This design comes from an exercise in tuning for small area, a short achievable clock period and few clock cycles per item on the open sky130 flow, not from production work.
Function was checked by simulation only, so behaviour that the tests miss may differ from the original.

==> flow/design.v <==
module add_pos (
    input  wire [30:0] a,
    input  wire [30:0] b,
    output wire [30:0] s
);
    wire [7:0]  ea = a[30:23];
    wire [7:0]  eb = b[30:23];
    wire [23:0] ma = {1'b1, a[22:0]};
    wire [23:0] mb = {1'b1, b[22:0]};
    wire [8:0]  dab = {1'b0, ea} - {1'b0, eb};    
    wire [7:0]  dba = eb - ea;
    wire        gt  = !dab[8] && (dab[7:0] != 8'd0);
    wire [23:0] mbs = mb >> dab[7:0];
    wire [23:0] mas = ma >> dba;
    wire [23:0] x   = gt ? ma : mas;
    wire [23:0] y   = gt ? mbs : mb;
    wire [7:0]  ec  = gt ? ea : eb;
    wire [23:0] z   = x + y;
    reg  [4:0]  lz;
    integer i;
    always @(*) begin
        lz = 5'd24;
        for (i = 0; i < 24; i = i + 1)
            if (z[i]) lz = 5'd23 - i[4:0];
    end
    wire [23:0] zn = z << lz;
    assign s = {ec - {3'd0, lz}, zn[22:0]};
endmodule
module multi(
    input wire [31:0] a,
    input wire [31:0] b,
    output reg [31:0] result
);
    wire sign_a = a[31];
    wire sign_b = b[31];
    wire [7:0] exp_a = a[30:23];
    wire [7:0] exp_b = b[30:23];
    wire [23:0] mantissa_a = {1'b1, a[22:0]};
    wire [23:0] mantissa_b = {1'b1, b[22:0]};
    wire sign_result = sign_a ^ sign_b;
    wire [47:0] mantissa_product = mantissa_a * mantissa_b;
    reg [7:0] exp_result;
    reg [22:0] mantissa_result;
    always @(*) begin
        if (mantissa_product[47] == 1) begin
            mantissa_result = mantissa_product[46:24];
            exp_result = exp_a + exp_b - 127 + 1;
        end 
        else begin
            mantissa_result = mantissa_product[45:23];
            exp_result = exp_a + exp_b - 127;
        end
        if (exp_a == 8'b0 || exp_b == 8'b0) begin
            result = 32'b0;
        end 
        else if (exp_result >= 255) begin
            result = {sign_result, 8'hFF, 23'b0};
        end 
        else begin
            result = {sign_result, exp_result, mantissa_result};
        end
    end
endmodule
module div_lane #(
    parameter K = 2
) (
    input  wire        clk,
    input  wire        rst_n,
    input  wire        start,
    input  wire [22:0] ma,
    input  wire [22:0] mb,
    input  wire [7:0]  ediff,
    input  wire        last_in,
    output wire        ready,
    output wire        fin,           
    output reg  [23:0] qq,
    output reg  [24:0] rr,
    output reg  [7:0]  ed,
    output reg         lst
);
    localparam NC = 24 / K;
    reg        run;
    reg [4:0]  cyc;
    reg [24:0] r;
    reg [23:0] q;
    reg [22:0] b;
    assign ready = !run || fin;
    assign fin   = run && (cyc == NC - 1);
    reg [25:0] d;
    integer i;
    always @(*) begin
        rr = r;
        qq = q;
        for (i = 0; i < K; i = i + 1) begin
            d  = {1'b0, rr} - {2'b01, b};
            qq = {qq[22:0], ~d[25]};
            rr = d[25] ? {rr[23:0], 1'b0} : {d[23:0], 1'b0};
        end
    end
    always @(posedge clk or negedge rst_n) begin
        if (!rst_n) run <= 1'b0;
        else        run <= start || (run && !fin);
    end
    always @(posedge clk) begin
        r   <= start ? {2'b01, ma} : rr;
        q   <= start ? 24'd0 : qq;
        cyc <= start ? 5'd0 : cyc + 5'd1;
        if (start) begin
            b   <= mb;
            ed  <= ediff;
            lst <= last_in;
        end
    end
endmodule
module fp_div_k #(
    parameter K = 2,
    parameter L = 4
) (
    input  wire         clk,
    input  wire         rst_n,
    input  wire [L-1:0] start,        
    input  wire [22:0]  ma,
    input  wire [22:0]  mb,
    input  wire [7:0]   ediff,        
    input  wire         last_in,      
    output wire [L-1:0] ready,
    output reg          out_valid,
    output reg  [30:0]  out_data,
    output reg          out_last
);
    wire [L-1:0]    fin;
    wire [24*L-1:0] qq;
    wire [25*L-1:0] rr;
    wire [8*L-1:0]  ed;
    wire [L-1:0]    lst;
    genvar g;
    generate
        for (g = 0; g < L; g = g + 1) begin : lane
            div_lane #(.K(K)) u (.clk(clk), .rst_n(rst_n), .start(start[g]),
                .ma(ma), .mb(mb), .ediff(ediff), .last_in(last_in),
                .ready(ready[g]), .fin(fin[g]), .qq(qq[24*g +: 24]),
                .rr(rr[25*g +: 25]), .ed(ed[8*g +: 8]), .lst(lst[g]));
        end
    endgenerate
    reg        f_valid, f_exact, f_last;
    reg [23:0] f_q;
    reg [7:0]  f_ed;
    reg [23:0] m_q;
    reg [24:0] m_r;
    reg [7:0]  m_ed;
    reg        m_l;
    integer j;
    always @(*) begin
        m_q = 24'd0; m_r = 25'd0; m_ed = 8'd0; m_l = 1'b0;
        for (j = 0; j < L; j = j + 1)
            if (fin[j]) begin
                m_q  = m_q  | qq[24*j +: 24];
                m_r  = m_r  | rr[25*j +: 25];
                m_ed = m_ed | ed[8*j +: 8];
                m_l  = m_l  | lst[j];
            end
    end
    always @(posedge clk or negedge rst_n) begin
        if (!rst_n) begin
            f_valid   <= 1'b0;
            out_valid <= 1'b0;
        end else begin
            f_valid   <= |fin;
            out_valid <= f_valid;
        end
    end
    always @(posedge clk) begin
        if (|fin) begin
            f_q     <= m_q;
            f_exact <= (m_r == 25'd0);
            f_ed    <= m_ed;
            f_last  <= m_l;
        end
    end
    reg [4:0]  tz;
    reg [7:0]  adj;
    integer k;
    always @(*) begin
        tz = 5'd0;
        for (k = 23; k >= 0; k = k - 1)
            if (f_q[k]) tz = k[4:0];
        adj = (f_exact && tz >= 5'd2) ? {3'd0, tz} - 8'd1 : 8'd0;
    end
    always @(posedge clk) begin
        if (f_valid) begin
            out_data <= f_q[23] ? {f_ed + 8'd127 - adj, f_q[22:1], 1'b0}
                                : {f_ed + 8'd126 - adj, f_q[21:0], 1'b0};
            out_last <= f_last;
        end
    end
endmodule
module exp_prep (
    input  wire [31:0] x,
    output reg  [10:0] w,
    output reg  [3:0]  lc,
    output wire        neg
);
    wire [7:0]  e  = x[30:23];
    wire [23:0] mt = {1'b1, x[22:0]};
    assign neg = x[31];
    reg [10:0] m;
    always @(*) begin
        m  = 11'd0;
        if (e >= 8'd121 && e <= 8'd131)
            m = mt >> (8'd144 - e);
        w  = m;
        lc = 4'd0;
        if (neg && e >= 8'd126 && m[4]) begin
            w  = {m[10:5], 4'b0111, m[0]};
            lc = {1'b0, m[3:1]} + 4'd1;     
        end
    end
endmodule
module exp_pick (
    input  wire [10:0] w,
    input  wire [3:0]  lc,
    input  wire        neg,
    output reg  [3:0]  c,
    output reg  [10:0] w_n,
    output reg  [3:0]  lc_n
);
    integer i;
    reg found;
    always @(*) begin
        c = 4'd0; w_n = w; lc_n = lc; found = 1'b0;
        for (i = 10; i >= 5; i = i - 1)
            if (!found && w[i]) begin
                found = 1'b1; c = 4'd11 - i[3:0]; w_n[i] = 1'b0;
            end
        if (!found && lc != 4'd0) begin
            found = 1'b1; c = 4'd15; lc_n = lc - 4'd1;
        end
        for (i = 4; i >= 0; i = i - 1)
            if (!found && w[i]) begin
                found = 1'b1; w_n[i] = 1'b0;
                c = !neg ? 4'd11 - i[3:0] : (i == 0) ? 4'd15 : 4'd12 + (4'd4 - i[3:0]);
            end
    end
endmodule
module exp_const (
    input  wire [3:0]  c,
    output reg  [30:0] d
);
    always @(*) begin
        case (c)
            4'd1:  d = 31'h4b07975f;
            4'd2:  d = 31'h453a4f54;
            4'd3:  d = 31'h425a6481;
            4'd4:  d = 31'h40ec7326;
            4'd5:  d = 31'h402df854;
            4'd6:  d = 31'h3fd3094c;
            4'd7:  d = 31'h3fa45af2;
            4'd8:  d = 31'h3f910b02;
            4'd9:  d = 31'h3f88415b;
            4'd10: d = 31'h3f84102b;
            4'd11: d = 31'h3f820405;
            4'd12: d = 31'h3f475f7d;
            4'd13: d = 31'h3f61eb51;
            4'd14: d = 31'h3f707d60;
            4'd15: d = 31'h3f781fab;
            default: d = 31'h3f800000;
        endcase
    end
endmodule
module softmax #(
    parameter N = 8,
    parameter L = 4                   
) (
    input  wire        clk,
    input  wire        rst_n,
    input  wire        in_valid,
    input  wire [31:0] in_data,
    output wire        in_ready,
    output wire        out_valid,
    output wire [31:0] out_data,
    output wire        out_last
);
    reg        x0_full, x1_full;
    reg [31:0] x0;
    reg [3:0]  x1_c1, x1_c2;
    reg [10:0] x1_w;
    reg [3:0]  x1_lc;
    reg        x1_neg;
    wire [10:0] w0, w1, w2;
    wire [3:0]  lc0, lc1, lc2, c1, c2;
    wire        neg0;
    exp_prep u_prep (.x(x0), .w(w0), .lc(lc0), .neg(neg0));
    exp_pick u_pk1 (.w(w0), .lc(lc0), .neg(neg0), .c(c1), .w_n(w1), .lc_n(lc1));
    exp_pick u_pk2 (.w(w1), .lc(lc1), .neg(neg0), .c(c2), .w_n(w2), .lc_n(lc2));
    reg        busy;                  
    reg [30:0] p;                     
    reg [3:0]  sc;
    reg [10:0] w;
    reg [3:0]  lc;
    reg        neg;
    reg        e_full;
    reg [30:0] e;                     
    reg [30:0] ebuf [0:N-1];
    reg [2:0]  wr_idx;
    reg        pending;               
    reg [30:0] s_acc;                 
    reg [30:0] s_div;                 
    reg [3:0]  rd_cnt;                
    reg [L-1:0] lane;                 
    wire slot_ok = !pending && (rd_cnt[3] || (wr_idx < rd_cnt[2:0]));
    wire wb      = e_full && slot_ok;
    wire e_free  = !e_full || wb;
    wire [3:0]  pc, plc;
    wire [10:0] pw;
    exp_pick u_pk3 (.w(w), .lc(lc), .neg(neg), .c(pc), .w_n(pw), .lc_n(plc));
    wire last   = busy && (pc == 4'd0);
    wire stall  = last && !e_free;
    wire ufree  = !busy || (last && e_free);
    wire x1_big = (x1_c2 != 4'd0);
    wire iss_big   = x1_full && x1_big && ufree;
    wire iss_small = x1_full && !x1_big && !busy && e_free;
    wire x1_go  = iss_big || iss_small;
    wire mv01   = x0_full && (!x1_full || x1_go);
    assign in_ready = !(x0_full && x1_full);
    wire take   = in_valid && in_ready;
    wire [30:0] d_sc, d_c1;
    exp_const u_ds (.c(sc), .d(d_sc));
    exp_const u_d1 (.c(x1_c1), .d(d_c1));
    wire [31:0] prd;
    multi u_mul (.a({1'b0, p}), .b({1'b0, d_sc}), .result(prd));
    wire [30:0] sum_nx;
    add_pos u_sum (.a(e), .b(s_acc), .s(sum_nx));
    wire [L-1:0] dv_ready;
    wire        dv_go    = !rd_cnt[3] && |(dv_ready & lane);
    wire        handoff  = pending && rd_cnt[3];
    wire [30:0] a_rd = ebuf[rd_cnt[2:0]];
    wire [30:0] dv_out;
    fp_div_k #(.K(2), .L(L)) u_div (
        .clk(clk), .rst_n(rst_n),
        .start(dv_go ? lane : {L{1'b0}}),
        .ma(a_rd[22:0]),
        .mb(s_div[22:0]),
        .ediff(a_rd[30:23] - s_div[30:23]),
        .last_in(rd_cnt[2:0] == 3'd7),
        .ready(dv_ready),
        .out_valid(out_valid),
        .out_data(dv_out),
        .out_last(out_last)
    );
    assign out_data = {1'b0, dv_out};
    always @(posedge clk or negedge rst_n) begin
        if (!rst_n) begin
            x0_full <= 1'b0;
            x1_full <= 1'b0;
            busy    <= 1'b0;
            e_full  <= 1'b0;
            wr_idx  <= 3'd0;
            pending <= 1'b0;
            rd_cnt  <= 4'd8;
            lane    <= {{(L-1){1'b0}}, 1'b1};
            s_acc   <= 31'd0;
        end else begin
            x0_full <= take || (x0_full && !mv01);
            x1_full <= mv01 || (x1_full && !x1_go);
            if (!stall)
                busy <= iss_big || (busy && !last);
            e_full <= (last && e_free) || iss_small || (e_full && !wb);
            if (wb) begin
                wr_idx <= wr_idx + 3'd1;
                if (wr_idx == N - 1) pending <= 1'b1;
                s_acc <= sum_nx;
            end
            if (handoff) begin
                pending <= 1'b0;
                rd_cnt  <= 4'd0;
                s_acc   <= 31'd0;
            end else if (dv_go) begin
                rd_cnt <= rd_cnt + 4'd1;
                lane   <= {lane[L-2:0], lane[L-1]};
            end
        end
    end
    always @(posedge clk) begin
        if (take)
            x0 <= in_data;
        if (mv01) begin
            x1_c1  <= c1;
            x1_c2  <= c2;
            x1_w   <= w2;
            x1_lc  <= lc2;
            x1_neg <= neg0;
        end
        if (iss_big) begin
            p   <= d_c1;
            sc  <= x1_c2;
            w   <= x1_w;
            lc  <= x1_lc;
            neg <= x1_neg;
        end else if (busy && !last) begin
            p   <= prd[30:0];
            sc  <= pc;
            w   <= pw;
            lc  <= plc;
        end
        if (last && e_free)
            e <= prd[30:0];
        else if (iss_small)
            e <= (x1_c1 == 4'd0) ? 31'h3f800000 : d_c1;
        if (wb)
            ebuf[wr_idx] <= e;
        if (handoff)
            s_div <= s_acc;
    end
endmodule
==> flow/run.sh <==
#!/bin/bash
# synth_recipe.tcl (not shown) runs the flow's synth.tcl, then flattens the netlist and writes it again
# the make line also repeats each setting of config.mk as NAME=value (left out here)
make -C /OpenROAD-flow-scripts/flow DESIGN_CONFIG=/design/flow/config.mk WORK_HOME=/design/flow/orfs CLKGATE_MAP_FILE= SYNTH_SCRIPT=/design/flow/synth_recipe.tcl finish
==> flow/config.mk <==
export PLATFORM = sky130hd
export DESIGN_NAME = softmax
export DESIGN_NICKNAME = softmax
export VERILOG_FILES = /design/flow/design.v
export SDC_FILE = /design/flow/constraint.sdc
export NUM_CORES = 4
export LEC_CHECK = 0
export CAP_MARGIN = 20
export CORE_MARGIN = 2
export CORE_UTILIZATION = 40
export SLEW_MARGIN = 20
==> flow/constraint.sdc <==
create_clock -name core_clock -period 16.0 [get_ports {clk}]
set_input_delay 3.2000 -clock core_clock [delete_from_list [all_inputs] [get_ports {clk}]]
set_output_delay 3.2000 -clock core_clock [all_outputs]
set_load 0.01 [all_outputs]
==> run summary <==
==> placed cells by master, fill, tap and decap left out, types with 84 or more instances in the layout <==
| cell | count |
|---|---|
| o21ai_0 | 387 |
| buf_4 | 131 |
| ha_1 | 476 |
| nand2_1 | 904 |
| mux2i_1 | 117 |
| edfxtp_1 | 606 |
| fa_1 | 497 |
| nor2_1 | 394 |
| inv_1 | 833 |
| clkbuf_16 | 99 |
| xor2_1 | 84 |
| a21oi_1 | 358 |
| xnor2_1 | 159 |
| a21o_1 | 95 |
| mux2_2 | 98 |
| mux4_2 | 85 |
| nand3_1 | 116 |
| dfxtp_1 | 237 |
| nor3_1 | 123 |
| and2_1 | 369 |
==> cell type report <==
type	count	area, sq um
clock buffers	120	2620
diodes	4	10.0
inverters	846	3180
multi-input cells	5590	45600
well taps	2480	3100
flip-flops and latches	897	24300
clock inverters	68	825
fillers	17600	104000
repair buffers	197	1640
==> registers in the layout, summed over array words and instances, names as in the netlist, 32 cells and up <==
register	cells
u_div.lane.u.b	92
u_div.lane.u.ed	32
ebuf	248
u_div.lane.u.q	88
u_div.lane.u.r	100
x0	32
==> through the flow <==
stage               utilization, %
finish                        44.0
global route                  44.0
floorplan                        -
detailed placement            42.1
CTS                           44.0
global placement              42.1
==> worst paths after layout <==
| check | startpoint | slack (ps) | to |
|---|---|---|---|
| setup / recovery | e[24]$_DFFE_PP_ | 5920 | s_acc[29]$_DFFE_PN0P_ |
| hold / removal | x1_neg$_DFFE_PP_ | 400 | neg$_DFFE_PP_ |
| setup reg to reg | e[24]$_DFFE_PP_ | 5920 | s_acc[29]$_DFFE_PN0P_ |
| hold reg to reg | x1_neg$_DFFE_PP_ | 400 | neg$_DFFE_PP_ |
| max in group asynchronous | rst_n | 12680 | rd_cnt[0]$_DFFE_PN0P_ |
| min in group asynchronous | rst_n | 2590 | u_div.lane[0].u.run$_DFF_PN0_ |
==> cell families after synthesis <==
group | Yosys count | share of synthesized area [%]
AOI/OAI and AO/OA | 1696 | 15.4
muxes | 324 | 5.97
adders and majority gates | 976 | 21.5
and+or+nand+nor | 2348 | 15.4
other | 1 | 0.00505
xor gates and xnor gates | 244 | 2.88
DFF | 897 | 32.7
buffers and inverters | 1198 | 6.14
==> layer usage <==
layer	up-vias	GRT usage, %
met1	28500	29.6
met4	4	10.1
met2	1724	38.7
li1	27000	-
met5	-	0
met3	365	2.86
==> out/qor.csv <==
stage;metric;value;unit
run_status;status;no timing/DRC/antenna violations;
synth;cell taking the most area after synthesis;edfxtp_1;
clocking;Inserted Clock Buffers;99;
sta;Max Clk Rate;0.0992;GHz
floorplan;core footprint;0.185;sq mm
setup_path;CP Class;reg2reg;
placed_design;placed inst area;0.0778;sq mm
synth;register area share after synthesis;32.7;%
cells_and_area;Finished Cell Area;0.0813;sq mm
synth;#FFs+latches synth;897;
global_route;Total GRT Usage;23.0;%
synth;largest cells by area after synthesis;edfxtp_1 25%, fa_1 13%, ha_1 8.0%;
setup_path;crit-path max FO;24;
global_route;initial antenna violation count;4;
drt;vias per cell;5.65;
cells_and_area;final non-filler cell total;10200;
synth;syn avg cell area;9.66;sq um
clocking;Reg clk slew, reported paths;60;ps
min_path;cell depth of the worst hold path;0;
drt;met1 wire length;92700;microns
drt;routed wire length per instance;21.6;microns
synth;ys async rst share;5.91;%
clocking;clock buffer depth;3;
floorplan;Die ar.;0.189;sq mm
sta;WHS;400;ps
synth;Post-synth top cells;909 x nand2_1, 833 x inv_1, 606 x edfxtp_1;
sta;Tcrit/Tclk final;63.0;%
drt;DRT antenna net count;0;
clocking;Post-CTS Resized;0;
drt;drt first pass iters;5;
job;Max-Cap Viols;0;
clocking;CTS Hold Bufs;0;
drt;routed wire length;220000;microns
floorplan;Die Span Y;435;microns
drt;Residual DRC;0;
setup_path;CP max-delay cell;o31ai_4;
floorplan;Initial Util;40.2;%
floorplan;IO Count;70;
clocking;postcts setup bufs;0;
global_route;vias in the first global route;57600;
sta;fin worst setup slack;5920;ps
sta;fin crit period;10080;ps
synth;Synth top area share;24.5;%
cells_and_area;Area Overhead vs Synth;9.50;%
sta;relative slew slack;16.8;%
clocking;CTS tree;built;
drt;met3 wire length;11500;microns
setup_path;Crit path buffers/inverters;4;
setup_path;Crit path max-delay family;compound AO/OA/AOI/OAI gates;
synth;Syn. warnings;8;
sta;Setup TNS;0;ps
synth;Post-Synthesis Cells;7684;
sta;max-slew violation count;0;
global_route;Overflow after GRT;0;
sta;RSZ-0062 raised after global routing;no;
drt;top sig layer;met5;
synth;synthesized area;0.0743;sq mm
cells_and_area;share of cells above drive strength 1;7.99;%
setup_path;Worst setup EP type;register;
clocking;worst skew pair latency;760;ps
setup_path;Stages on worst setup path;32;
sta;Worst-Margin Slew;1220;ps
setup_path;Startpoint Class;register;
synth;most frequent cell after synthesis;nand2_1;
sta;Hold Vio Cnt, Final;0;
setup_path;Crit path required time;16620;ps
clocking;clk root buf;clkbuf_16;
placed_design;routability cong.;0.936;
floorplan;# rows;158;
setup_path;reg2reg path depth;32;
setup_path;crit path DAT;10700;ps
clocking;H-Tree Depth;3;
synth;predominant post-synthesis flop cell;edfxtp_1;
clocking;Num Clock Sinks;897;
floorplan;die span in x;435;microns
global_route;pin count of the biggest net entering global routing;69;
placed_design;Placed Instances;10000;
setup_path;Crit path top cell by count;fa_1;
synth;EDFF count, synth;606;
min_path;Hold Path Class;reg2reg;
placed_design;pre-CTS WS;5700;ps
global_route;first-pass GRT wire length;342000;microns
setup_path;CP max stage delay;890;ps
drt;vias after detailed routing;57600;
drt;metal2 WL;105000;microns
cells_and_area;Final nets;8640;
sta;final number of setup-violating endpoints;0;
placed_design;count of input and output buffers;67;
sta;Final Skew;64.6;ps
drt;DRT iter0 DRCs;4366;
placed_design;Detailed Place HPWL;164000;microns
synth;library cells used by synthesis;112;
Testbench counts, summed over its fixed seeds: cycles 5,189, vectors 192.

==> re-timing with driven ports <==
In the flow no input, the clock included, has a driving cell. The finished layout below was timed again as built, in two steps.
Step 1 sets driving cells, clkbuf_16 on the clock port and buf_2 on the other inputs (assumed; they add their load-dependent delay and slew).
Step 2 moves the port delays by t, midway between the first and last clock arrival at a register: inputs arrive t later, outputs are due t later. That takes back most of the time a late clock gives input paths.
Three values: ideal, step 1, step 2; two values: the first two.
t, ns: 0.819
slack for setup (ns): 5.919 / 5.919 / 5.919
worst data-port slew with drivers (ns): 0.05
After both steps setup and hold are still met in this run. For this run, drivers alone change the setup slack by 0.000 ns; drivers and shift together by 0.000 ns.
